Background: an optimization exercise with open tools, aiming at small area, a short achievable clock period and few clock cycles per item. Do not read the settings as production practice.
At most, simulation tests tie the RTL to the original design; equivalence was not proved.

==> flow/design.v (excerpt) <==
module led_serial
   (
    clk,
    reset,
    keyi,
    datai,
    dataq,
    start,
    done);
Size: roughly 820 cells after synthesis.
==> flow/config.mk <==
export PLATFORM = sky130hd
export DESIGN_NAME = led_serial
export DESIGN_NICKNAME = led_serial
export VERILOG_FILES = /design/flow/design.v
export SDC_FILE = /design/flow/constraint.sdc
export NUM_CORES = 4
export LEC_CHECK = 0
export CAP_MARGIN = 20
export CORE_MARGIN = 2
export CORE_UTILIZATION = 40
export PLACE_DENSITY = 0.6
export SLEW_MARGIN = 20
==> flow/constraint.sdc <==
create_clock -name core_clock -period 10.0 [get_ports {clk}]
set_input_delay 2.0000 -clock core_clock [delete_from_list [all_inputs] [get_ports {clk}]]
set_output_delay 2.0000 -clock core_clock [all_outputs]
set_load 0.01 [all_outputs]
standard.sh (not shown) runs the stock make flow with config.mk's settings and CLKGATE_MAP_FILE= SYNTH_SCRIPT=/design/flow/synth_recipe.tcl, a recipe that flattens the netlist after the stock synthesis.
==> flow/flow/run.sh <==
#!/bin/bash
# Layout flow: the standard flow, with two changes.
#  1. Synthesis maps the logic with the ABC script flow/abc.script in place of
#     ORFS's abc_speed.script (same Yosys script, registers untouched).
#  2. The ports are buffered by the smallest buffer, sky130_fd_sc_hd__buf_1,
#     instead of the one buffer_ports picks by default.
set -euo pipefail
here=$(pwd)
rm -rf "$here/scripts_abc"
cp -r "$FLOW_HOME/scripts" "$here/scripts_abc"
cp "$here/flow/abc.script" "$here/scripts_abc/abc_speed.script"
bash standard.sh "SCRIPTS_DIR=$here/scripts_abc" synth > synth.log 2>&1
bash standard.sh "BUFFER_PORTS_ARGS=-buffer_cell sky130_fd_sc_hd__buf_1" SETUP_SLACK_MARGIN=6.8 TNS_END_PERCENT=0 finish > layout.log 2>&1
==> flow/flow/abc.script <==
&get -n
&st
&deepsyn -T 60
&dch
&nf
&put
Testbench counts at the start, summed over its fixed seeds: cycles 2,352, items 48.
==> next run, changes <==
--- a/flow/flow/run.sh
+++ b/flow/flow/run.sh
@@ -13 +13 @@
-bash standard.sh "BUFFER_PORTS_ARGS=-buffer_cell sky130_fd_sc_hd__buf_1" SETUP_SLACK_MARGIN=6.8 TNS_END_PERCENT=0 finish > layout.log 2>&1
+bash standard.sh "BUFFER_PORTS_ARGS=-buffer_cell sky130_fd_sc_hd__buf_1" SETUP_SLACK_MARGIN=7.0 finish > layout.log 2>&1
What happened: The changed run completed with no timing, DRC or antenna violations; maximum frequency grows by about 5.3%; critical path depth shrinks by 7; non-clock buffer count grows by 92; global-route usage grows by 1.9 points; cell area grows by about 12%; sequential share of layout area shrinks by 2.4 points; area after synthesis stays the same; die area does not change.
==> next run, changes <==
--- a/flow/flow/run.sh
+++ b/flow/flow/run.sh
@@ -13 +13 @@
-bash standard.sh "BUFFER_PORTS_ARGS=-buffer_cell sky130_fd_sc_hd__buf_1" SETUP_SLACK_MARGIN=7.0 finish > layout.log 2>&1
+bash standard.sh "BUFFER_PORTS_ARGS=-buffer_cell sky130_fd_sc_hd__buf_1" finish > layout.log 2>&1
==> flow/flow/abc.script (replaced) <==
&get -n
&st
&deepsyn -T 60
&dch
&nf -R 35
&put
--- a/flow/config.mk
+++ b/flow/config.mk
@@ -10,0 +11 @@
+export CTS_BUF_LIST = sky130_fd_sc_hd__clkbuf_8
Effect: The changed run passed the timing, design-rule and antenna checks; synthesized cell count went up by 1.5%; worst setup slack got worse by 0.22 ns; first-iteration DRC count went down by 3.6%; final cell count went down by 5.8%; non-clock buffer count went down by 92.
==> next run, changes <==
==> flow/flow/abc.script (replaced) <==
&get -n
&st
&deepsyn -T 60
&dch
&nf -R 20
&put
Setup slack improves by 0.056 ns. Synthesized cell count falls slightly. Die area is about the same. Final cell count falls slightly. Via count falls slightly.

========
led_serial again, from the RTL that the note above started with.
## led_serial
module led_serial
   (
    clk,
    reset,
    keyi,
    datai,
    dataq,
    start,
    done);
==> flow/config.mk <==
export PLATFORM = sky130hd
export DESIGN_NAME = led_serial
export DESIGN_NICKNAME = led_serial
export VERILOG_FILES = /design/flow/design.v
export SDC_FILE = /design/flow/constraint.sdc
export NUM_CORES = 4
export LEC_CHECK = 0
export CAP_MARGIN = 20
export CORE_MARGIN = 2
export CORE_UTILIZATION = 60
export CTS_BUF_LIST = sky130_fd_sc_hd__clkbuf_8
export PLACE_DENSITY = 0.8
export SLEW_MARGIN = 20
==> flow/constraint.sdc <==
create_clock -name core_clock -period 10.0 [get_ports {clk}]
set_input_delay 2.0000 -clock core_clock [delete_from_list [all_inputs] [get_ports {clk}]]
set_output_delay 2.0000 -clock core_clock [all_outputs]
set_load 0.01 [all_outputs]
==> flow/flow/run.sh <==
#!/bin/bash
# Layout flow: the standard flow, with two changes.
#  1. Synthesis maps the logic with the ABC script flow/abc.script in place of
#     ORFS's abc_speed.script (same Yosys script, registers untouched).
#  2. The ports are buffered by the smallest buffer, sky130_fd_sc_hd__buf_1,
#     instead of the one buffer_ports picks by default.
set -euo pipefail
here=$(pwd)
rm -rf "$here/scripts_abc"
cp -r "$FLOW_HOME/scripts" "$here/scripts_abc"
cp "$here/flow/abc.script" "$here/scripts_abc/abc_speed.script"
bash standard.sh "SCRIPTS_DIR=$here/scripts_abc" synth > synth.log 2>&1
bash standard.sh "BUFFER_PORTS_ARGS=-buffer_cell sky130_fd_sc_hd__buf_1" finish > layout.log 2>&1
==> flow/flow/abc.script <==
&get -n
&st
&deepsyn -T 60
&dch
&nf -R 20
&put
The baseline finished clean.
Testbench counts at the start, summed over its fixed seeds: cycles 2,352, items 48.
Change:
==> flow/flow/abc.script (replaced) <==
&get -n
&st
&deepsyn -T 60
&dch
&nf
&put
CORE_UTILIZATION = 40   (was 60)
CTS_BUF_LIST = not set   (was sky130_fd_sc_hd__clkbuf_8)
PLACE_DENSITY = 0.6   (was 0.8)
=>
- The new run completed without violations
- first-iteration DRC count fell by 49%
- routed wire length rose by 9.7%
- setup slack loses 0.014 ns
- area after synthesis rose by 2.1%
- core utilization fell by 24 points
- clock skew rose by 0.0072 ns
- non-clock buffer count does not change
- final area rose by 4.0%

========
run 1:
Another version of the RTL of led_serial (not shown whole).
Size: ~840 cells after synthesis, about 260 I/O pins, ~7700 µm² of cells after synthesis.
==> flow/config.mk <==
export PLATFORM = sky130hd
export DESIGN_NAME = led_serial
export DESIGN_NICKNAME = led_serial
export VERILOG_FILES = /design/flow/design.v
export SDC_FILE = /design/flow/constraint.sdc
export NUM_CORES = 4
export LEC_CHECK = 0
export CAP_MARGIN = 20
export CORE_MARGIN = 2
export CORE_UTILIZATION = 40
export PLACE_DENSITY = 0.6
export SLEW_MARGIN = 20
==> flow/constraint.sdc <==
create_clock -name core_clock -period 10.0 [get_ports {clk}]
set_input_delay 2.0000 -clock core_clock [delete_from_list [all_inputs] [get_ports {clk}]]
set_output_delay 2.0000 -clock core_clock [all_outputs]
set_load 0.01 [all_outputs]
==> flow/flow/run.sh <==
#!/bin/bash
# Layout flow: the standard flow, with two changes.
#  1. Synthesis maps the logic with the ABC script flow/abc.script in place of
#     ORFS's abc_speed.script (same Yosys script, registers untouched).
#  2. The ports are buffered by the smallest buffer, sky130_fd_sc_hd__buf_1,
#     instead of the one buffer_ports picks by default.
set -euo pipefail
here=$(pwd)
rm -rf "$here/scripts_abc"
cp -r "$FLOW_HOME/scripts" "$here/scripts_abc"
cp "$here/flow/abc.script" "$here/scripts_abc/abc_speed.script"
bash standard.sh "SCRIPTS_DIR=$here/scripts_abc" synth > synth.log 2>&1
bash standard.sh "BUFFER_PORTS_ARGS=-buffer_cell sky130_fd_sc_hd__buf_1" SETUP_SLACK_MARGIN=6.9 TNS_END_PERCENT=0 finish > layout.log 2>&1
==> flow/flow/abc.script <==
&get -n
&st
&deepsyn -T 60
&dch
&nf
&put
Every stage of the flow completed for run 1, and the final layout passed the timing, design-rule and antenna checks.
Here is what was changed in the inputs of run 2 compared with run 1.
-- flow/flow/run.sh --
<<< run 1, line 11
cp "$here/flow/abc.script" "$here/scripts_abc/abc_speed.script"
bash standard.sh "SCRIPTS_DIR=$here/scripts_abc" synth > synth.log 2>&1
bash standard.sh "BUFFER_PORTS_ARGS=-buffer_cell sky130_fd_sc_hd__buf_1" SETUP_SLACK_MARGIN=6.9 TNS_END_PERCENT=0 finish > layout.log 2>&1
>>> run 2, line 11
cp "$here/flow/abc.script" "$here/scripts_abc/abc_speed.script"
bash standard.sh "SCRIPTS_DIR=$here/scripts_abc" synth > synth.log 2>&1
bash standard.sh "BUFFER_PORTS_ARGS=-buffer_cell sky130_fd_sc_hd__buf_1" finish > layout.log 2>&1
### Flow results
Against run 1, run 2 reports a count of clock-buffer cells in the layout that is higher. Run 2 went all the way through the flow, and no timing, DRC or antenna check failed. Run 1 → run 2: share of the synthesized area in compound gates (AO/OA/AOI/OAI) rose 1.4 points; share of synthesized cell area in full adder, half adder and majority cells +0.16 points. The lower maximum net fanout on the critical path came out of run 1. There was hardly any difference in global-route met1 utilization between run 1 and run 2. Diff run 1 -> run 2: flip-flop and latch count shows no meaningful change, overall die area shows a reduction of 5.1%, wire length of the first global-routing pass shows a reduction of 3500 µm.
Edits applied to the flow inputs when going from run 2 to run 3:
-- flow/flow/run.sh --
<<< run 2, line 11
cp "$here/flow/abc.script" "$here/scripts_abc/abc_speed.script"
bash standard.sh "SCRIPTS_DIR=$here/scripts_abc" synth > synth.log 2>&1
bash standard.sh "BUFFER_PORTS_ARGS=-buffer_cell sky130_fd_sc_hd__buf_1" finish > layout.log 2>&1
>>> run 3, line 11
cp "$here/flow/abc.script" "$here/scripts_abc/abc_speed.script"
bash standard.sh "SCRIPTS_DIR=$here/scripts_abc" synth > synth.log 2>&1
bash standard.sh "BUFFER_PORTS_ARGS=-buffer_cell sky130_fd_sc_hd__buf_1" SETUP_SLACK_MARGIN=6.6 TNS_END_PERCENT=0 finish > layout.log 2>&1
Results
Diff run 2..run 3 | worst-case clock buffer depth | unchanged
Against run 2, run 3 reports a number of buffers and inverters on the critical path that is higher.
The relative area of clock buffers and inverters in the final design in run 3 sits 0.23 points above the value recorded for run 2.
The final layout from run 3, which completed every stage, passed the timing, design-rule and antenna checks at the end of the flow.
Run 3 vs. run 2: final worst-path setup slack went up 0.78 ns, worst setup timing slack at the placement stage went down 0.53 ns, non-filler instance count after layout up 33, sequential share of layout area lower, placed wire-length estimate after detailed placement +990 µm.
No functional check of the RTL was part of any run of this note.

==> re-timing with driven ports <==
How much do the figures lean on ideal ports? The routed layouts below were timed once more, with nothing changed but the port constraints.
Step 1 sets driving cells, clkbuf_16 on the clock port and buf_2 on the other inputs (assumed; they add their load-dependent delay and slew).
Step 2 adds t to the input delays and takes it off the output delays; t is the mean of the earliest and latest rising clock arrival at the registers after step 1. Input paths then give back, and output paths get back, about the clock's delay inside the block.
a / b / c = ideal ports / drivers / drivers and shift; a / b = the first two.
run | shift t [ns] | slack for setup (ns) | clock arrival spread, ns | worst data-port slew with drivers (ns)
the first run of note 1 | 0.383 | 6.824 / 6.824 / 6.698 | 0.006 / 0.006 | 0.04
the second run of note 1 | 0.383 | 6.985 / 6.945 / 6.919 | 0.010 / 0.010 | 0.07
the third run of note 1 | 0.413 | 6.767 / 6.767 / 6.694 | 0.013 / 0.013 | 0.07
the fourth run of note 1 | 0.394 | 6.823 / 6.823 / 6.685 | 0.012 / 0.012 | 0.04
the first run of note 2 | 0.392 | 6.822 / 6.822 / 6.751 | 0.005 / 0.006 | 0.05
the second run of note 2 | 0.378 | 6.808 / 6.808 / 6.684 | 0.013 / 0.012 | 0.04
run 1 | 0.401 | 6.720 / 6.680 / 6.278 | 0.011 / 0.011 | 0.08
run 2 | 0.383 | 5.833 / 5.849 / 5.466 | 0.007 / 0.006 | 0.04
run 3 | 0.397 | 6.611 / 6.618 / 6.221 | 0.010 / 0.010 | 0.05
After both steps setup and hold are still met in every run listed. The setup slack of run 1, which loses most, moves by -0.040 ns with the drivers and by -0.442 ns with both steps.
